Context: an optimization exercise on an open-source flow, tuned for small area and a short achievable clock period. The choices shown serve that exercise and are no tape-out recipe.
Where RTL was checked, it was by simulation tests only, not by an equivalence proof against the original.

==> trial 24 <==
## ALU
module ALU(
    input logic CLK,
    input logic RST,
    input logic ACT,
    input logic[3:0]  OP,
    input logic[1:0]  MOVI,
    input logic[31:0] REG_A,
    input logic[31:0] REG_B,
    input logic[31:0] MEM,
    input logic[31:0] IMM,
    output logic[31:0] DATA,
    output logic       RDY,
    output logic       VLD
);
==> flow/config.mk <==
export PLATFORM = sky130hd
export DESIGN_NAME = ALU
export DESIGN_NICKNAME = ALU
export VERILOG_FILES = /design/flow/design.v
export SDC_FILE = /design/flow/constraint.sdc
export NUM_CORES = 4
export LEC_CHECK = 0
export CAP_MARGIN = 20
export CORE_MARGIN = 2
export CORE_UTILIZATION = 40
export SETUP_SLACK_MARGIN = 2.5
export SLEW_MARGIN = 20
==> flow/constraint.sdc <==
create_clock -name core_clock -period 10.5 [get_ports {CLK}]
set_input_delay 2.1000 -clock core_clock [delete_from_list [all_inputs] [get_ports {CLK}]]
set_output_delay 2.1000 -clock core_clock [all_outputs]
set_load 0.01 [all_outputs]
standard.sh (not shown) runs the stock make flow with config.mk's settings and CLKGATE_MAP_FILE= SYNTH_SCRIPT=/design/flow/synth_recipe.tcl, a recipe that flattens the netlist after the stock synthesis.
==> flow/flow/run.sh <==
#!/bin/bash
# The standard layout, with plain buffers (not delay cells) on the ports.
export BUFFER_PORTS_ARGS="-buffer_cell sky130_fd_sc_hd__buf_2"
bash standard.sh > standard.log 2>&1
==> trial 21: changes against trial 24 <==
--- a/flow/design.v
+++ b/flow/design.v
@@ -8,89 +8,89 @@
     input logic[31:0] REG_B,
     input logic[31:0] MEM,
     input logic[31:0] IMM,
     output logic[31:0] DATA,
     output logic       RDY,
     output logic       VLD
 );
-    logic        st_first, st_mul1, st_mul2;
+    localparam logic [1:0] INIT = 2'd0, FIRST_STAGE = 2'd1,
+                           MUL_FIRST_STAGE = 2'd2, MUL_SECOND_STAGE = 2'd3;
+    logic [1:0]  state_curr;
     logic [31:0] operand_B;
-    assign RDY = ~(st_first | st_mul1 | st_mul2);
-    assign VLD = ~RDY & ~RST;
+    assign RDY = state_curr == INIT;
+    assign VLD = (state_curr != INIT) & ~RST;
     always_comb begin
         case (MOVI)
             2'b00:   operand_B = REG_B;
             2'b01:   operand_B = MEM;
             2'b10:   operand_B = IMM;
             default: operand_B = '0;
         endcase
     end
     wire is_mul = OP == 4'b0010;
-    wire is_add = OP == 4'b0000;
-    wire is_sub = OP == 4'b0001;
-    wire is_inc = OP == 4'b1110;
-    wire is_dec = OP == 4'b1111;
     wire [31:0] a = REG_A;
-    wire [31:0] b = operand_B;
+    wire [31:0] bm = is_mul ? operand_B : 32'b0;
+    wire addsub = (OP == 4'b0000) | (OP == 4'b0001);
+    wire is_dec = OP == 4'b1111;
     logic [31:0] e1;
     logic        c0;
     always_comb begin
         c0 = 1'b0;
         case (OP)
-            4'b0000: e1 = a;                                            
-            4'b0001: e1 = a;                                            
+            4'b0000: e1 = operand_B;                                    
+            4'b0001: begin e1 = ~operand_B; c0 = 1'b1; end              
             4'b0010: e1 = 32'b0;                                        
-            4'b0011: e1 = {1'b0, b[31:1]};                              
-            4'b0100: e1 = {b[30:0], 1'b0};                              
-            4'b0101: e1 = {b[0], b[31:1]};                              
-            4'b0110: e1 = {b[30:0], b[31]};                             
-            4'b0111: e1 = ~b;                                           
-            4'b1000: e1 = a & b;
-            4'b1001: e1 = a | b;
-            4'b1010: e1 = a ^ b;
-            4'b1011: e1 = ~(a & b);
-            4'b1100: e1 = ~(a | b);
-            4'b1101: e1 = ~(a ^ b);
-            4'b1110: begin e1 = 32'b0; c0 = 1'b1; end                   
-            default: e1 = 32'hFFFF_FFFF;                                
+            4'b0011: e1 = {1'b0, operand_B[31:1]};                      
+            4'b0100: e1 = {operand_B[30:0], 1'b0};                      
+            4'b0101: e1 = {operand_B[0], operand_B[31:1]};              
+            4'b0110: e1 = {operand_B[30:0], operand_B[31]};             
+            4'b0111: e1 = ~operand_B;                                   
+            4'b1000: e1 = a & operand_B;
+            4'b1001: e1 = a | operand_B;
+            4'b1010: e1 = a ^ operand_B;
+            4'b1011: e1 = ~(a & operand_B);
+            4'b1100: e1 = ~(a | operand_B);
+            4'b1101: e1 = ~(a ^ operand_B);
+            4'b1110: begin e1 = operand_B; c0 = 1'b1; end               
+            default: e1 = operand_B;                                    
         endcase
     end
-    wire [33:0] aext = {2'b00, a};
+    wire [33:0] bext = {2'b00, bm};
     wire [32:0] bx [0:15];
     wire [15:0] bneg;
-    wire [32:0] m2 = {b, 1'b0};
-    wire [32:0] m1 = {1'b0, b};
+    wire [32:0] a2 = {a, 1'b0};
+    wire [32:0] a1 = {1'b0, a};
     genvar gi, gj;
     generate
         for (gi = 0; gi < 16; gi = gi + 1) begin : g_booth
-            wire b_hi = aext[2*gi+1];
-            wire b_md = aext[2*gi];
+            wire b_hi = bext[2*gi+1];
+            wire b_md = bext[2*gi];
             wire b_lo;
             if (gi == 0) begin : g_lo0
                 assign b_lo = 1'b0;
             end else begin : g_lon
-                assign b_lo = aext[2*gi-1];
+                assign b_lo = bext[2*gi-1];
             end
             wire one, two;
             if (gi == 0) begin : g_d0
-                assign one = is_mul ? b_md : (is_add | is_sub | is_inc | is_dec);
-                assign two = is_mul & b_hi & ~b_md;
-                assign bneg[gi] = is_mul ? b_hi : is_sub;
+                assign one = b_md | addsub;
+                assign two = b_hi & ~b_md;
+                assign bneg[gi] = b_hi | is_dec;
             end else begin : g_dn
-                assign one = is_mul & (b_md ^ b_lo);
-                assign two = is_mul & ((b_hi & ~b_md & ~b_lo) | (~b_hi & b_md & b_lo));
-                assign bneg[gi] = is_mul & b_hi;
+                assign one = b_md ^ b_lo;
+                assign two = (b_hi & ~b_md & ~b_lo) | (~b_hi & b_md & b_lo);
+                assign bneg[gi] = b_hi;
             end
             for (gj = 0; gj < 33; gj = gj + 1) begin : g_sel
-                assign bx[gi][gj] = ((one & m1[gj]) | (two & m2[gj])) ^ bneg[gi];
+                assign bx[gi][gj] = ((one & a1[gj]) | (two & a2[gj])) ^ bneg[gi];
             end
         end
     endgenerate
-    wire [31:0] bh16 = {32{is_mul & a[31]}} & b;
-    wire negbit0 = bneg[0];
+    wire [31:0] bh16 = {32{bm[31]}} & a;
+    wire negbit0 = bm[1];
     wire s1 = bx[0][22] ^ bx[1][20];
     wire c2 = bx[0][22] & bx[1][20];
     wire s3 = bx[0][23] ^ bx[1][21];
     wire c4 = bx[0][23] & bx[1][21];
     wire s5 = bx[0][24] ^ bx[1][22] ^ bx[2][20];
     wire c6 = (bx[0][24] & bx[1][22]) | (bx[0][24] & bx[2][20]) | (bx[1][22] & bx[2][20]);
     wire s7 = bx[3][18] ^ bx[4][16];
@@ -1208,25 +1208,26 @@
     wire s1119 = ~bneg[15] ^ bh16[31] ^ c992;
     wire c1120 = (~bneg[15] & bh16[31]) | (~bneg[15] & c992) | (bh16[31] & c992);
     wire [63:0] tree_s = {s1119, s1117, s1115, s1113, s1111, s1109, s1107, s1105, s1103, s1101, s1099, s1097, s1095, s1093, s1091, s1089, s1087, s1085, s1083, s1081, s1079, s1077, s1075, s1073, s1071, s1069, s1067, s1065, s1063, s1061, s1059, s1057, s1055, s1053, s1051, s1049, s1047, s1045, s1043, s1041, s1039, s1037, s1035, s1033, s1031, s1029, s1027, s1025, s1023, s1021, s1019, s1017, s1015, s1013, s1011, s1009, s1007, s1005, s1003, s1001, s999, s997, s995, s869};
     wire [63:0] tree_c = {c1118, c1116, c1114, c1112, c1110, c1108, c1106, c1104, c1102, c1100, c1098, c1096, c1094, c1092, c1090, c1088, c1086, c1084, c1082, c1080, c1078, c1076, c1074, c1072, c1070, c1068, c1066, c1064, c1062, c1060, c1058, c1056, c1054, c1052, c1050, c1048, c1046, c1044, c1042, c1040, c1038, c1036, c1034, c1032, c1030, c1028, c1026, c1024, c1022, c1020, c1018, c1016, c1014, c1012, c1010, c1008, c1006, c1004, c1002, c1000, c998, c996, c994, s993};
     logic [31:0] s_lo, c_lo, s_hi, c_hi;
     logic        cy;
     always_ff @(posedge CLK) begin
-        if (RST) begin
-            st_first <= 1'b0;
-            st_mul1  <= 1'b0;
-            st_mul2  <= 1'b0;
-        end else begin
-            st_first <= RDY & ACT & ~is_mul;
-            st_mul1  <= RDY & ACT & is_mul;
-            st_mul2  <= st_mul1;
+        if (RST)
+            state_curr <= INIT;
+        else begin
+            case (state_curr)
+                INIT:             if (ACT) state_curr <= is_mul ? MUL_FIRST_STAGE : FIRST_STAGE;
+                FIRST_STAGE:      state_curr <= INIT;
+                MUL_FIRST_STAGE:  state_curr <= MUL_SECOND_STAGE;
+                default:          state_curr <= INIT;
+            endcase
         end
     end
-    wire sel_hi = st_mul2;
+    wire sel_hi = state_curr == MUL_SECOND_STAGE;
     wire [32:0] osum = {1'b0, sel_hi ? s_hi : s_lo} + {1'b0, sel_hi ? c_hi : c_lo} + {32'b0, sel_hi & cy};
     always_ff @(posedge CLK) begin
         s_lo <= tree_s[31:0];
         c_lo <= tree_c[31:0];
         if (RDY) begin
             s_hi <= tree_s[63:32];
             c_hi <= tree_c[63:32];
==> flow/run.sh (new file) <==
#!/bin/bash
# synth_recipe.tcl (not shown) runs the flow's synth.tcl, then flattens the netlist and writes it again
# the make line also repeats each setting of config.mk as NAME=value (left out here)
make -C /OpenROAD-flow-scripts/flow DESIGN_CONFIG=/design/flow/config.mk WORK_HOME=/design/flow/orfs CLKGATE_MAP_FILE= SYNTH_SCRIPT=/design/flow/synth_recipe.tcl finish
removed: flow/flow/run.sh
removed: flow/standard.sh
==> results.sh <==
export IMPL_nClkBuffers=17
export IMPL_postSynthCellCount=3691
export IMPL_fin_cells=4716
export IMPL_sh_seq_area_pct=8.878
export IMPL_outcome="complete, no violations"
export IMPL_stdcell_area_mm2=0.03676
export IMPL_path_depth=15
export IMPL_grt_use_met2_pct=47.65
(the above is from trial 21)
==> results.sh <==
export IMPL_stdcell_area_mm2=0.03435
export IMPL_grt_use_met2_pct=45.32
export IMPL_postSynthCellCount=3595
export IMPL_hp_start="st_mul1$_SDFF_PP0_"
export IMPL_path_depth=17
export IMPL_fin_cells=4592
export IMPL_met1_usage_pct=39.05
export IMPL_outcome="complete, no violations"
export IMPL_synthTopCellsByCount="o22ai_1 (506), fa_1 (494), inv_1 (463)"
export IMPL_sh_seq_area_pct=9.560
(the above is from trial 24)

* * *

==> inputs of build 21 <==
Another version of the RTL of ALU (not shown whole).
Design ALU, start of the top module:
module ALU(
    input logic CLK,
    input logic RST,
    input logic ACT,
    input logic[3:0]  OP,
    input logic[1:0]  MOVI,
    input logic[31:0] REG_A,
    input logic[31:0] REG_B,
    input logic[31:0] MEM,
    input logic[31:0] IMM,
    output logic[31:0] DATA,
    output logic       RDY,
    output logic       VLD
);
Settings: LEC_CHECK=0, CAP_MARGIN=20, CORE_MARGIN=2, CORE_UTILIZATION=55, PLACE_DENSITY=0.7, SETUP_SLACK_MARGIN=3.5, SLEW_MARGIN=20, SYNTH_HIERARCHICAL=1, SYNTH_MINIMUM_KEEP_SIZE=5; clock period 10.5 ns.
==> flow/flow/run.sh <==
#!/bin/bash
# The standard layout, with plain buffers (not delay cells) on the ports.
export BUFFER_PORTS_ARGS="-buffer_cell sky130_fd_sc_hd__buf_2"
bash standard.sh > standard.log 2>&1
==> build 78: changes against build 21 <==
- CORE_UTILIZATION: 55 -> 40
- PLACE_DENSITY: 0.7 -> default
==> build 81: changes against build 21 <==
- CORE_UTILIZATION: 55 -> 40
- PLACE_DENSITY: 0.7 -> default
- SETUP_SLACK_MARGIN: 3.5 -> 3.0
- TNS_END_PERCENT: default -> 0
==> summary.txt <==
Register-to-register slack, lowest first: build 81, build 21, build 78.
In area after synthesis, build 78 and build 21 do not differ.
In build 81 the clock-buffer cell count is higher than in build 21, by 1.
In build 81 the via count is smaller than in build 78, by about 2.6%.
The lowest sequential share of layout area belongs to build 78, the highest to build 81.
==> figures <==
	build 81	build 78	build 21
Slowest cell on the critical path	sky130_fd_sc_hd__nor2_1	sky130_fd_sc_hd__o21ai_1	sky130_fd_sc_hd__nor2_1
Count of buffers not belonging to the clock network in the layout	276	326	324
Insertion delay to the later sink of the worst-skew pair	0.49 ns	0.48 ns	0.49 ns
Outcome	no timing/DRC/antenna violations	no timing/DRC/antenna violations	no timing/DRC/antenna violations
Clock network share of area	0.0185	0.0180	0.0155
Worst slew pin tran	1.22 ns	1.22 ns	1.28 ns
Placed Area	32400 um2	32400 um2	32100 um2
Detailed-routed wire length on met2	52.4 mm	53.9 mm	54.0 mm
Share of layout cells above drive strength 1	0.149	0.167	0.168
Final core utilization	0.431	0.442	0.606

* * *

==> inputs of run a <==
ALU, a different RTL version from the one above (not shown whole).
==> flow/config.mk <==
export PLATFORM = sky130hd
export DESIGN_NAME = ALU
export DESIGN_NICKNAME = ALU
export VERILOG_FILES = /design/flow/design.v
export SDC_FILE = /design/flow/constraint.sdc
export NUM_CORES = 4
export LEC_CHECK = 0
export CAP_MARGIN = 20
export CORE_MARGIN = 2
export CORE_UTILIZATION = 40
export SLEW_MARGIN = 20
==> flow/constraint.sdc <==
create_clock -name core_clock -period 10.5 [get_ports {CLK}]
set_input_delay 2.1000 -clock core_clock [delete_from_list [all_inputs] [get_ports {CLK}]]
set_output_delay 2.1000 -clock core_clock [all_outputs]
set_load 0.01 [all_outputs]
run.sh (not shown) runs the stock make flow with config.mk's settings and CLKGATE_MAP_FILE= SYNTH_SCRIPT=/design/flow/synth_recipe.tcl, a recipe that flattens the netlist after the stock synthesis.
Stock flow here: none of the scripts above is used.
==> run b: changes against run a <==
- SETUP_SLACK_MARGIN: unset -> 2.5
==> summary.txt <==
The flow ran to the end and the layout has no timing, DRC or antenna violations. The multi-input combinational gate total came out at 2958. Detailed routing placed a total of 26.05 mm of wire on met3. The all-layer global routing usage was 37.04%; the via count of the routed design was 33190. Of all the cell area in the finished design, non-clock buffers hold 7.740%.

The fraction of area in multi-input gates was 73.70%. The number of antenna diodes in the final layout is 10.

Traced cell by cell, the critical path runs through buf_2 -> buf_6 -> mux2i_1 -> o21ai_2 -> inv_1 -> nor2_4 -> buf_4 -> xor2_1 -> fa_1 -> fa_1 -> inv_1 -> fa_1 -> inv_1 -> fa_1 -> fa_1 -> inv_1 -> fa_1. The area growth from synthesis to final layout works out to 9.631%. In the routed layout, each cell is associated on average with a via count of 6.483. The critical path depth is 17. For this block, wires on met1 add up to 61.89 mm. In the post-route analysis, the smallest setup slack over all paths is 2.543 ns. Sequential cells make up 8.414% of the cell area. The run gives 5 as the buffer count from post-CTS setup fixing. The global-route wire length before repair is 239.9 mm.
Source of the figures above: run b

==> summary.txt <==
The number of antenna diodes in the final layout is 7. The first global-routing pass estimated 239.2 mm of wire. Summing over every cut layer, the via total after detailed routing is 32780. Walking the worst path, the cells encountered are clkdlybuf4s50_1 -> buf_4 -> nor3_4 -> buf_4 -> nand2_1 -> o21ai_0 -> a21oi_1 -> a311o_1 -> fa_1 -> fa_1 -> fa_1 -> fa_1 -> fa_1 -> inv_1 -> fa_1. The flow ran to the end and the layout has no timing, DRC or antenna violations. For this block, wires on met1 add up to 62.44 mm.

Of the total standard cell area in the layout, the sequential portion is 8.518%. In the routed layout, each cell is associated on average with a via count of 6.444. The met3 wire length is 25.14 mm. The critical path depth was 15; the fraction of cell area in non-clock buffers was 7.055%.
Source of the figures above: run a


* * *

==> build 82 <==
Another version of the RTL of ALU (not shown whole).
// ALU
module ALU(
    input logic CLK,
    input logic RST,
    input logic ACT,
    input logic[3:0]  OP,
    input logic[1:0]  MOVI,
    input logic[31:0] REG_A,
    input logic[31:0] REG_B,
    input logic[31:0] MEM,
    input logic[31:0] IMM,
    output logic[31:0] DATA,
    output logic       RDY,
    output logic       VLD
);
Settings: LEC_CHECK=0, CAP_MARGIN=20, CORE_MARGIN=2, CORE_UTILIZATION=40, SETUP_SLACK_MARGIN=1.0, SLEW_MARGIN=20, SYNTH_HIERARCHICAL=1, SYNTH_MINIMUM_KEEP_SIZE=0; clock period 10.5 ns.
==> inputs of build 80, as changes to build 82 <==
Settings changed: SETUP_SLACK_MARGIN 1.0 to not set, SYNTH_MINIMUM_KEEP_SIZE 0 to 5.
==> qor summary <==
quantity                                                             build 82    build 80
Largest stage delay on the critical path                              0.63 ns     1.04 ns
Number of global-route vias before repair                              24,300      24,400
Count of buffer and inverter cells on the critical path                     3           4
Synthesized-area fraction occupied by and/or/nand/nor cells             7.81%       9.32%
WHS                                                                  0.426 ns    0.451 ns
R2R Path Start                                                      a_reg[25]   dg_two[2]
Number of antenna violations at the first check in global routing           3           7
Outcome                                      no timing/DRC/antenna violations  no timing/DRC/antenna violations
Synth-to-Final Area Change                                              17.1%       11.9%
Core Footprint                                                     65,400 µm²  63,100 µm²
Met2 layer wire length in the routed design                           46.1 mm     45.3 mm
Share of cell area taken by flip-flops and latches                      9.92%       10.5%
Multi-input gate area in the final layout                          22,600 µm²  21,000 µm²
Signal buffers                                                            325         271
Global placement routability congestion                                 0.988        1.02
Fraction of the mapped netlist area in adder cells                      28.8%       29.6%
Register-to-register setup slack                                      3.82 ns     3.20 ns
Die area                                                           67,800 µm²  65,800 µm²
No functional check of the RTL was part of any run of this note.

## static timing again, ports no longer ideal
The flow's constraints put no driver on any port. The routed layouts listed below were extracted and timed again, unchanged, in two steps. Step 1: set_driving_cell puts a clkbuf_16 on CLK and a buf_2 on each other input, an assumption about the parent block. Step 2 also shifts input and output timing later by t, the mid clock arrival at the registers, as if the neighbouring blocks saw the same clock. Slacks: no drivers / after step 1 / after step 2; pairs: no drivers / after step 1.
run | t (ns) | slack for setup (ns) | worst slew at a driven data input, ns
trial 24 | 0.544 | 2.587 / 2.625 / 2.081 | 0.08
trial 21 | 0.554 | 2.633 / 2.674 / 2.120 | 0.12
build 21 | 0.544 | 3.499 / 3.523 / 2.979 | 0.05
build 78 | 0.534 | 3.521 / 3.525 / 2.991 | 0.07
build 81 | 0.528 | 2.892 / 2.921 / 2.394 | 0.07
run a | 0.526 | 1.910 / 1.934 / 1.408 | 0.07
run b | 0.522 | 2.543 / 2.584 / 2.062 | 0.08
build 82 | 0.526 | 1.031 / 0.975 / 1.165 | 0.05
build 80 | 0.537 | 0.354 / 0.293 / 0.830 | 0.04
After both steps every run listed still meets setup and hold. For build 78, which loses most, drivers alone change the setup slack by +0.004 ns; drivers and shift together by -0.530 ns.
